Context: an optimization exercise on an open-source flow, tuned for small area, a short achievable clock period and few clock cycles. The choices shown serve that exercise and are no tape-out recipe.

// MyDesign
module MyDesign (
  input  wire        dut_run,
  output reg         dut_busy,
  input  wire        reset_b,
  input  wire        clk,
  output wire        input_sram_write_enable,
  output wire [11:0] input_sram_write_addresss,
  output wire [15:0] input_sram_write_data,
  output reg  [11:0] input_sram_read_address,
  input  wire [15:0] input_sram_read_data,
  output reg         output_sram_write_enable,
  output reg  [11:0] output_sram_write_addresss,
  output reg  [15:0] output_sram_write_data,
  output wire [11:0] output_sram_read_address,
  input  wire [15:0] output_sram_read_data,
  output wire        scratchpad_sram_write_enable,
  output wire [11:0] scratchpad_sram_write_addresss,
  output wire [15:0] scratchpad_sram_write_data,
  output wire [11:0] scratchpad_sram_read_address,
  input  wire [15:0] scratchpad_sram_read_data,
  output wire        weights_sram_write_enable,
  output wire [11:0] weights_sram_write_addresss,
  output wire [15:0] weights_sram_write_data,
  output wire [11:0] weights_sram_read_address,
  input  wire [15:0] weights_sram_read_data
);
  assign input_sram_write_enable = 1'b0;
  assign input_sram_write_addresss = 12'd0;
  assign input_sram_write_data = 16'd0;
  assign output_sram_read_address = 12'd0;
  assign scratchpad_sram_write_enable = 1'b0;
  assign scratchpad_sram_write_addresss = 12'd0;
  assign scratchpad_sram_write_data = 16'd0;
  assign scratchpad_sram_read_address = 12'd0;
  assign weights_sram_write_enable = 1'b0;
  assign weights_sram_write_addresss = 12'd0;
  assign weights_sram_write_data = 16'd0;
  localparam [3:0] S_IDLE = 4'd0, S_R0S = 4'd1, S_BUB = 4'd2, S_MS = 4'd3,
                   S_P0 = 4'd4, S_P1 = 4'd5, S_P2 = 4'd6, S_P3 = 4'd7,
  ...
For scale: roughly 2900 cells after synthesis, ~430 flip-flops, ~230 I/O pins, roughly 33000 um2 of cells after synthesis.
Settings: LEC_CHECK=0, CAP_MARGIN=20, CORE_MARGIN=2, CORE_UTILIZATION=40, PLACE_DENSITY=0.6, SLEW_MARGIN=20; clock period 8.5 ns.
run.sh (not shown) runs the stock make flow with config.mk's settings and CLKGATE_MAP_FILE= SYNTH_SCRIPT=/design/flow/synth_recipe.tcl, a recipe that flattens the netlist after the stock synthesis.
Then changed:
--- a/flow/design.v
+++ b/flow/design.v
@@ -189,37 +189,38 @@
         3'd4: begin k6 <= weights_sram_read_data[15:8]; k7 <= weights_sram_read_data[7:0]; end
         3'd5: begin k8 <= weights_sram_read_data[15:8]; end
         default: ;
       endcase
     end
   end
-  reg [15:0] sr0, sr1, sr2, sr3, sr4, sr5, sr6, sr7;
+  reg [15:0] sr0, sr1, sr2, sr3, sr4, sr5;
+  reg [7:0]  sr6;
   always @(posedge clk) begin
     sr0 <= din; sr1 <= sr0; sr2 <= sr1; sr3 <= sr2;
-    sr4 <= sr3; sr5 <= sr4; sr6 <= sr5; sr7 <= sr6;
+    sr4 <= sr3; sr5 <= sr4; sr6 <= sr5[7:0];
   end
   reg s0o, s2o;
   reg [1:0] s1i;
   always @(posedge clk) begin
-    s0o <= p0 | p2;
-    s2o <= p2 | p4;
-    s1i <= {p2 | p3, p1 | p3};
+    s0o <= i_c | p1;
+    s2o <= p1 | p3;
+    s1i <= {p1 | p2, p0 | p2};
   end
-  wire [23:0] opA = {sr6[15:8], sr6[7:0], sr2[15:8]};   
-  wire [23:0] opB = {sr7[7:0],  sr3[15:8], sr3[7:0]};   
-  wire [23:0] opC = {sr5[15:8], sr5[7:0], sr1[15:8]};   
-  wire [23:0] opD = {sr6[7:0],  sr2[15:8], sr2[7:0]};   
-  wire [23:0] xs0 = s0o ? opB : opA;
-  wire [23:0] xs2 = s2o ? opD : opC;
-  reg  [23:0] xs1;
-  always @(*) begin
+  wire [23:0] opA = {sr5[15:8], sr5[7:0], sr1[15:8]};   
+  wire [23:0] opB = {sr6[7:0],  sr2[15:8], sr2[7:0]};   
+  wire [23:0] opC = {sr4[15:8], sr4[7:0], sr0[15:8]};   
+  wire [23:0] opD = {sr5[7:0],  sr1[15:8], sr1[7:0]};   
+  reg  [23:0] xs0, xs1, xs2;
+  always @(posedge clk) begin
+    xs0 <= s0o ? opB : opA;
+    xs2 <= s2o ? opD : opC;
     case (s1i)
-      2'd0: xs1 = opC;
-      2'd1: xs1 = opD;
-      2'd2: xs1 = opA;
-      default: xs1 = opB;
+      2'd0: xs1 <= opC;
+      2'd1: xs1 <= opD;
+      2'd2: xs1 <= opA;
+      default: xs1 <= opB;
     endcase
   end
   always @(posedge clk or negedge reset_b) begin
     if (!reset_b) begin
       p1 <= 1'b0; p2 <= 1'b0; p3 <= 1'b0; p4 <= 1'b0; p5 <= 1'b0; p6 <= 1'b0;
     end else begin
Outcome: Die area rises by about 3.3%. Global-route usage falls by 0.24 points. Final area rises by 3.1%. Routed wire length rises by about 2.4%. Sequential share of layout area rises by 2.2 points. First-iteration DRC count rises by about 20%. Critical path depth rises by 8. Utilization falls by 0.29 points.
No run of this note included a check of the RTL's function; only the layout flow was run.

========
wip/tundra:
RTL: one of the versions met above, not the one the previous note started from.
Size: roughly 3000 cells after synthesis, about 480 flip-flops, about 34000 um2 of cells after synthesis.
export LEC_CHECK = 0
export CAP_MARGIN = 20
export CORE_MARGIN = 2
export CORE_UTILIZATION = 40
export PLACE_DENSITY = 0.6
export SETUP_SLACK_MARGIN = 4.5
export SLEW_MARGIN = 20
create_clock -name core_clock -period 8.5 [get_ports {clk}]
What wip/cedar does differently from wip/tundra at the input level:
--- a/flow/design.v
+++ b/flow/design.v
@@ -45,19 +45,19 @@
   reg        endflag;      
   reg [6:0]  w3m1;         
   reg [4:0]  wd;           
   reg [4:0]  prd;          
   reg i_n, i_c, i_l;
   reg a_n;
-  reg p0, p1, p2, p3, p4, p5, p6;
-  reg l0, l1, l2, l3, l4, l5, l6;
+  reg p0, p1, p2, p3, p4, p5, p6, p7;
+  reg l0, l1, l2, l3, l4, l5, l6, l7;
   reg [2:0]  wcnt;
   reg        half, wlast;
   wire [5:0] wv = nreg[6:1];
-  wire lastcol = (wd == 5'd0);
-  wire laststrip = (prd == 5'd0);
+  reg  lastcol;            
+  reg  laststrip;          
   wire [15:0] din = input_sram_read_data;
   reg  [1:0] xsel, ysel;
   reg        cin;
   reg [11:0] xop, yop;
   always @(*) begin
     case (xsel)
@@ -150,25 +150,33 @@
       end
       S_R0S: ;
       S_END: input_sram_read_address <= 12'd0;
       default: input_sram_read_address <= anext;
     endcase
     case (sl)
-      S_BUB: begin colptr <= sb; wd <= wv - 6'd1; prd <= wv - 6'd2; end
+      S_BUB: begin
+        colptr <= sb; wd <= wv - 6'd1; prd <= wv - 6'd2;
+        lastcol <= 1'b0; laststrip <= (wv == 6'd2);
+      end
       S_P0: begin
         colptr <= colptr + 12'd1;
         if (lastcol && !laststrip) sb <= anext;
         if (lastcol && laststrip) sb <= anext;
       end
       S_P2: begin
         if (lastcol && !laststrip) colptr <= sb;
         if (lastcol && laststrip) sb <= anext;
       end
       S_P3: begin
-        if (lastcol) begin wd <= wv - 6'd1; prd <= prd - 5'd1; end
-        else begin wd <= wd - 5'd1; end
+        if (lastcol) begin
+          wd <= wv - 6'd1; prd <= prd - 5'd1;
+          lastcol <= 1'b0; laststrip <= (prd == 5'd1);
+        end else begin
+          wd <= wd - 5'd1;
+          lastcol <= (wd == 5'd1);
+        end
       end
       default: ;
     endcase
     if (a_n) begin
       nreg <= din[6:0];
       endflag <= (din == 16'hFFFF);
@@ -219,19 +227,19 @@
       2'd2: xs1 <= opA;
       default: xs1 <= opB;
     endcase
   end
   always @(posedge clk or negedge reset_b) begin
     if (!reset_b) begin
-      p1 <= 1'b0; p2 <= 1'b0; p3 <= 1'b0; p4 <= 1'b0; p5 <= 1'b0; p6 <= 1'b0;
+      p1 <= 1'b0; p2 <= 1'b0; p3 <= 1'b0; p4 <= 1'b0; p5 <= 1'b0; p6 <= 1'b0; p7 <= 1'b0;
     end else begin
-      p1 <= p0; p2 <= p1; p3 <= p2; p4 <= p3; p5 <= p4; p6 <= p5;
+      p1 <= p0; p2 <= p1; p3 <= p2; p4 <= p3; p5 <= p4; p6 <= p5; p7 <= p6;
     end
   end
   always @(posedge clk) begin
-    l1 <= l0; l2 <= l1; l3 <= l2; l4 <= l3; l5 <= l4; l6 <= l5;
+    l1 <= l0; l2 <= l1; l3 <= l2; l4 <= l3; l5 <= l4; l6 <= l5; l7 <= l6;
   end
   reg [18:0] cs0_0, cs0_1;
   reg [18:0] cs1_0, cs1_1;
   reg [18:0] cs2_0, cs2_1;
   wire [7:0] x0_0 = xs0[23:16];
   wire [7:0] kr0_0 = k0;
@@ -2683,33 +2691,35 @@
   assign cs2_0_d[17] = t2_420;
   assign cs2_1_d[17] = t2_421;
   assign cs2_0_d[18] = t2_422;
   assign cs2_1_d[18] = t2_423;
   always @(posedge clk) begin cs2_0 <= cs2_0_d; cs2_1 <= cs2_1_d; end
   wire [18:0] csum = cs2_0 + cs2_1;
-  wire [6:0] v = csum[18] ? 7'd0 : ((|csum[17:7]) ? 7'd127 : csum[6:0]);
+  reg  [6:0] vr;    
+  always @(posedge clk)
+    vr <= csum[18] ? 7'd0 : ((|csum[17:7]) ? 7'd127 : csum[6:0]);
   reg  [6:0] mx;
-  wire [6:0] mxv = (v > mx) ? v : mx;
+  wire [6:0] mxv = (vr > mx) ? vr : mx;
   always @(posedge clk) begin
-    if (p3) mx <= v;
-    else if (p4 || p5) mx <= mxv;
+    if (p4) mx <= vr;
+    else if (p5 || p6) mx <= mxv;
   end
   always @(posedge clk or negedge reset_b) begin
     if (!reset_b) output_sram_write_enable <= 1'b0;
-    else output_sram_write_enable <= p6 && (half || l6);
+    else output_sram_write_enable <= p7 && (half || l7);
   end
   always @(posedge clk) begin
     if (!dut_busy) begin
       half <= 1'b0;
       wlast <= 1'b0;
-    end else if (p6) begin
+    end else if (p7) begin
       if (!half) begin
         output_sram_write_data[15:8] <= {1'b0, mxv};
-        if (l6) output_sram_write_data[7:0] <= 8'd0;
+        if (l7) output_sram_write_data[7:0] <= 8'd0;
         else half <= 1'b1;
-        wlast <= l6;
+        wlast <= l7;
       end else begin
         output_sram_write_data[7:0] <= {1'b0, mxv};
         half <= 1'b0;
         wlast <= 1'b0;
       end
     end
Findings:
- The slowest cell on the critical path comes out sky130_fd_sc_hd__edfxtp_1 in one run and sky130_fd_sc_hd__fa_2 in the other, namely in wip/cedar and wip/tundra respectively.
- Against wip/tundra, the final cell area of wip/cedar is lower.
- A launch point of the worst path of k3[2] is what wip/cedar shows, while k6[7] belongs to wip/tundra.
- wip/cedar against wip/tundra: synthesized cell count ~0 delta; final period demand of the worst path decreased 0.036 ns; area of the multi-input gates decreased by 520 um2 relative to the old numbers; post-detailed-placement cell area picked up an extra about 0.9%.
No functional check of the RTL was part of any run of this note.

afterwards: timing with drivers on the ports:
Ports are ideal in the flow. The routed layouts listed here were re-timed in OpenROAD.
Step 1 (the two cells are an assumption about what drives the block):
set clk [get_ports {clk}]
set_driving_cell -lib_cell sky130_fd_sc_hd__clkbuf_16 $clk
set_driving_cell -lib_cell sky130_fd_sc_hd__buf_2 [delete_from_list [all_inputs] $clk]
Step 2 adds t to the input delays and takes it off the output delays; t is the mean of the earliest and latest rising clock arrival at the registers after step 1. Input paths then give back, and output paths get back, about the clock's delay inside the block.
Three values: ideal ports, drivers, drivers and shift; two values: the first two.
| run | t, ns | setup slack, ns | clock arrival spread, ns | slew at the worst register clock pin (ns) | cell pins on the clock port's net |
|---|---|---|---|---|---|
| the first run of note 1 | 0.659 | 2.578 / 2.578 / 2.578 | 0.031 / 0.031 | 0.07 / 0.07 | 1 |
| the second run of note 1 | 0.663 | 3.121 / 3.121 / 3.121 | 0.032 / 0.032 | 0.07 / 0.07 | 1 |
| wip/tundra | 0.686 | 4.229 / 4.229 / 4.229 | 0.070 / 0.070 | 0.07 / 0.07 | 1 |
| wip/cedar | 0.668 | 4.265 / 4.265 / 4.265 | 0.040 / 0.040 | 0.07 / 0.07 | 1 |
After both steps setup and hold are still met in every run listed.
